What follows belongs to an exercise in optimizing a design on an open flow for small area; a production flow would make more cautious choices.
Only simulation tests tie the RTL to the original design; equivalence was not proved.

==> v11 <==
// reflet_cpu
module reflet_cpu #(
    parameter wordsize = 16,
    debug_output = 1
    )(
    input clk,
    input reset,
    input enable,
    input [wordsize-1:0] data_in,
    output reg [wordsize-1:0] addr,
    output reg [wordsize-1:0] data_out,
    output write_en,
    output reg quit,  
    output debug,
    input [3:0] interrupt_request,
    output [wordsize-1:0] debug_wr
    );
clock: 8.0 ns
lec_check: 0
cap_margin: 20
core_margin: 2
core_utilization: 40
setup_slack_margin: 0.15
slew_margin: 20
standard.sh (not shown) runs the stock make flow with config.mk's settings and CLKGATE_MAP_FILE= SYNTH_SCRIPT=/design/flow/synth_recipe.tcl, a recipe that flattens the netlist after the stock synthesis.
==> flow/flow/run.sh <==
#!/bin/bash
# The standard layout (standard.sh), changed in three ways:
#  - synthesis is synth_recipe.tcl unchanged except that ABC maps the logic
#    with flow/abc.script, an area-oriented script (registers are mapped
#    before ABC runs, so they are the standard synthesis's);
#  - ports are buffered with sky130_fd_sc_hd__buf_1;
#    placement removes the synthesis buffers as usual;
#  - the clock tree is built with CTS_ARGS below, without dummy loads.
# make's output goes to run.log; each ORFS step keeps its own log under
# orfs/logs/.
set -euo pipefail
cd "$(dirname "$0")/.."
W=$PWD
cat > flow_synth.tcl <<EOT
proc abc {args} {
  set i [lsearch \$args -script]
  if {\$i >= 0} { lset args [expr {\$i + 1}] $W/flow/abc.script }
  yosys abc {*}\$args
}
source $W/synth_recipe.tcl
EOT
sed "s#SYNTH_SCRIPT=[^ ]*#SYNTH_SCRIPT=$W/flow_synth.tcl#" standard.sh > flow_standard.sh
grep -q "SYNTH_SCRIPT=$W/flow_synth.tcl" flow_standard.sh
export BUFFER_PORTS_ARGS="-buffer_cell sky130_fd_sc_hd__buf_1"
export CTS_ARGS="-sink_clustering_enable -repair_clock_nets -dont_use_dummy_load -buf_list sky130_fd_sc_hd__clkbuf_8 -sink_clustering_size 20 -sink_clustering_max_diameter 60"
bash flow_standard.sh > run.log 2>&1
==> flow/flow/abc.script <==
strash
dch
map -a
strash
dch
map -a
strash
dch
map -a
topo
stime -c
==> inputs of v8, as changes to v11 <==
--- a/flow/design.v
+++ b/flow/design.v
@@ -78,11 +78,10 @@
     output reg quit,  
     output debug,
     input [3:0] interrupt_request,
     output [wordsize-1:0] debug_wr
     );
-    integer i;  
     function [wordsize-1:0] inc(input [wordsize-1:0] a);
         integer b;
         reg c;
         begin
             c = 1;
@@ -91,19 +90,19 @@
                 inc[b] = a[b] ^ c;
                 c = c & a[b];
             end
         end
     endfunction
-    function [wordsize-1:0] dec(input [wordsize-1:0] a);
+    function [wordsize-1:0] step(input [wordsize-1:0] a, input down);
         integer b;
         reg c;
         begin
             c = 1;
             for (b=0; b<wordsize; b=b+1)
             begin
-                dec[b] = a[b] ^ c;
-                c = c & !a[b];
+                step[b] = a[b] ^ c;
+                c = c & (a[b] ^ down);
             end
         end
     endfunction
     wire en = enable & !quit;
     wire [wordsize-1:0] registers [15:0];  
@@ -173,25 +172,22 @@
     always @ (posedge clk)
         if (!reset)
             byte_mode <= 0;
         else if (en && (instruction == 8'hE7) && in_h)
             byte_mode <= !byte_mode;
-    wire [wordsize-1:0] sp_dec = {dec(sp >> 1), sp[0]};
-    wire [wordsize-1:0] sp_inc = {inc(sp >> 1), sp[0]};
+    wire [wordsize-1:0] sp_step = {step(sp >> 1, i_pop || i_ret), sp[0]};
     wire [wordsize-1:0] mem_addr = ( i_str || i_load ? other_register :
-                                   ( i_pop || i_ret ? sp_dec :
+                                   ( i_pop || i_ret ? sp_step :
                                    ( i_push || i_call ? sp :
                                    ( i_atom ? wr : 0 ))));
     wire [wordsize-1:0] cpu_addr = ( iok ? mem_addr : pc );
     always @ (posedge clk)
         if (en && reset)
             addr <= cpu_addr;
     reg [wordsize-1:0] data_in_cpu;
     reg atom_zero;
-    wire [wordsize-1:0] data_out_cpu = ( i_push || i_str ? wr :
-                                       ( i_call ? pc :
-                                       ( i_atom ? 1 : 0 )));
+    wire [wordsize-1:0] data_out_cpu = ( i_call ? pc : ( i_atom ? 1 : wr ) );
     wire [wordsize-1:0] data_read = ( cpu_addr[0] ? {8'h0, data_in[15:8]} :
                                     ( byte_access ? {8'h0, data_in[7:0]} : data_in ));
     wire [wordsize-1:0] data_write = ( cpu_addr[0] ? {data_out_cpu[7:0], data_in[7:0]} :
                                      ( byte_access ? {data_in[15:8], data_out_cpu[7:0]} : data_out_cpu ));
     always @ (posedge clk)
@@ -322,11 +318,11 @@
             quit <= 0;
         else if (write_back && !new_int && instruction == 8'hE8)
             quit <= 1;
     wire [wordsize-1:0] reg_in = ( !reset ? 0 : content );
     wire [wordsize-1:0] pc_in = ( !reset ? 4   : ( new_int ? routine : ( index == 4'hE   ? content : pc_inc ) ) );
-    wire [wordsize-1:0] sp_in = ( !reset ? 0   : ( index == 4'hF   ? content : ( i_pop || i_ret ? sp_dec : sp_inc ) ) );
+    wire [wordsize-1:0] sp_in = ( !reset ? 0   : ( index == 4'hF   ? content : sp_step ) );
     generate for (k=0; k<16; k=k+1) begin : regs
         reg [wordsize-1:0] q;
         wire load;
         if (k == 4'hE  )
         begin
--- a/flow/flow/run.sh
+++ b/flow/flow/run.sh
@@ -20,7 +20,7 @@
 source $W/synth_recipe.tcl
 EOT
 sed "s#SYNTH_SCRIPT=[^ ]*#SYNTH_SCRIPT=$W/flow_synth.tcl#" standard.sh > flow_standard.sh
 grep -q "SYNTH_SCRIPT=$W/flow_synth.tcl" flow_standard.sh
 export BUFFER_PORTS_ARGS="-buffer_cell sky130_fd_sc_hd__buf_1"
-export CTS_ARGS="-sink_clustering_enable -repair_clock_nets -dont_use_dummy_load -buf_list sky130_fd_sc_hd__clkbuf_8 -sink_clustering_size 20 -sink_clustering_max_diameter 60"
+export CTS_ARGS="-sink_clustering_enable -repair_clock_nets -dont_use_dummy_load -buf_list sky130_fd_sc_hd__clkbuf_8 -sink_clustering_size 18 -sink_clustering_max_diameter 55"
 bash flow_standard.sh > run.log 2>&1
==> flow/flow/abc.script (replaced) <==
strash
dch
amap
strash
dch
amap
topo
stime -c
- CORE_UTILIZATION: 40 -> 55
- PLACE_DENSITY: unset -> 0.68
==> inputs of v5, as changes to v11 <==
--- a/flow/flow/run.sh
+++ b/flow/flow/run.sh
@@ -20,7 +20,7 @@
 source $W/synth_recipe.tcl
 EOT
 sed "s#SYNTH_SCRIPT=[^ ]*#SYNTH_SCRIPT=$W/flow_synth.tcl#" standard.sh > flow_standard.sh
 grep -q "SYNTH_SCRIPT=$W/flow_synth.tcl" flow_standard.sh
 export BUFFER_PORTS_ARGS="-buffer_cell sky130_fd_sc_hd__buf_1"
-export CTS_ARGS="-sink_clustering_enable -repair_clock_nets -dont_use_dummy_load -buf_list sky130_fd_sc_hd__clkbuf_8 -sink_clustering_size 20 -sink_clustering_max_diameter 60"
+export CTS_ARGS="-sink_clustering_enable -repair_clock_nets -dont_use_dummy_load -buf_list sky130_fd_sc_hd__clkbuf_4 -sink_clustering_size 12 -sink_clustering_max_diameter 40"
 bash flow_standard.sh > run.log 2>&1
==> flow/flow/abc.script (replaced) <==
strash
dch
amap
topo
stime -c
- CORE_UTILIZATION: 40 -> 55
==> summary.txt <==
Maximum frequency: v11 > v8 > v5.
v5 went through all stages and came out clean. v11 went through all stages and came out clean. v8 produced a clean layout.
Of v11 and v8, v11 has the higher via count (gap about 4%, measured against v8).
Non-clock buffer count, lowest first: v11, v8, v5.
Of v5 and v11, v11 has the higher cell count (gap about 13%, measured against v11).

## afterwards: timing with drivers on the ports
Ports are ideal in the flow. The routed layouts listed here were re-timed in OpenROAD.
Step 1 (the two cells are an assumption about what drives the block):
set clk [get_ports {clk}]
set_driving_cell -lib_cell sky130_fd_sc_hd__clkbuf_16 $clk
set_driving_cell -lib_cell sky130_fd_sc_hd__buf_2 [delete_from_list [all_inputs] $clk]
Step 2 adds t to the input delays and takes it off the output delays; t is the mean of the earliest and latest rising clock arrival at the registers after step 1. Input paths then give back, and output paths get back, about the clock's delay inside the block.
a / b / c = ideal ports / drivers / drivers and shift; a / b = the first two.
run | t (ns) | setup slack, ns | worst setup path at the end | latest minus earliest clock arrival (ns) | worst data-port slew with drivers (ns)
v11 | 0.694 | 0.829 / 0.829 / 0.829 | register to register | 0.151 / 0.151 | 0.04
v8 | 0.688 | 0.607 / 0.607 / 0.607 | register to register | 0.114 / 0.115 | 0.03
v5 | 0.887 | 0.563 / 0.563 / 0.563 | register to register | 0.145 / 0.145 | 0.04
After both steps every run listed still meets setup and hold.
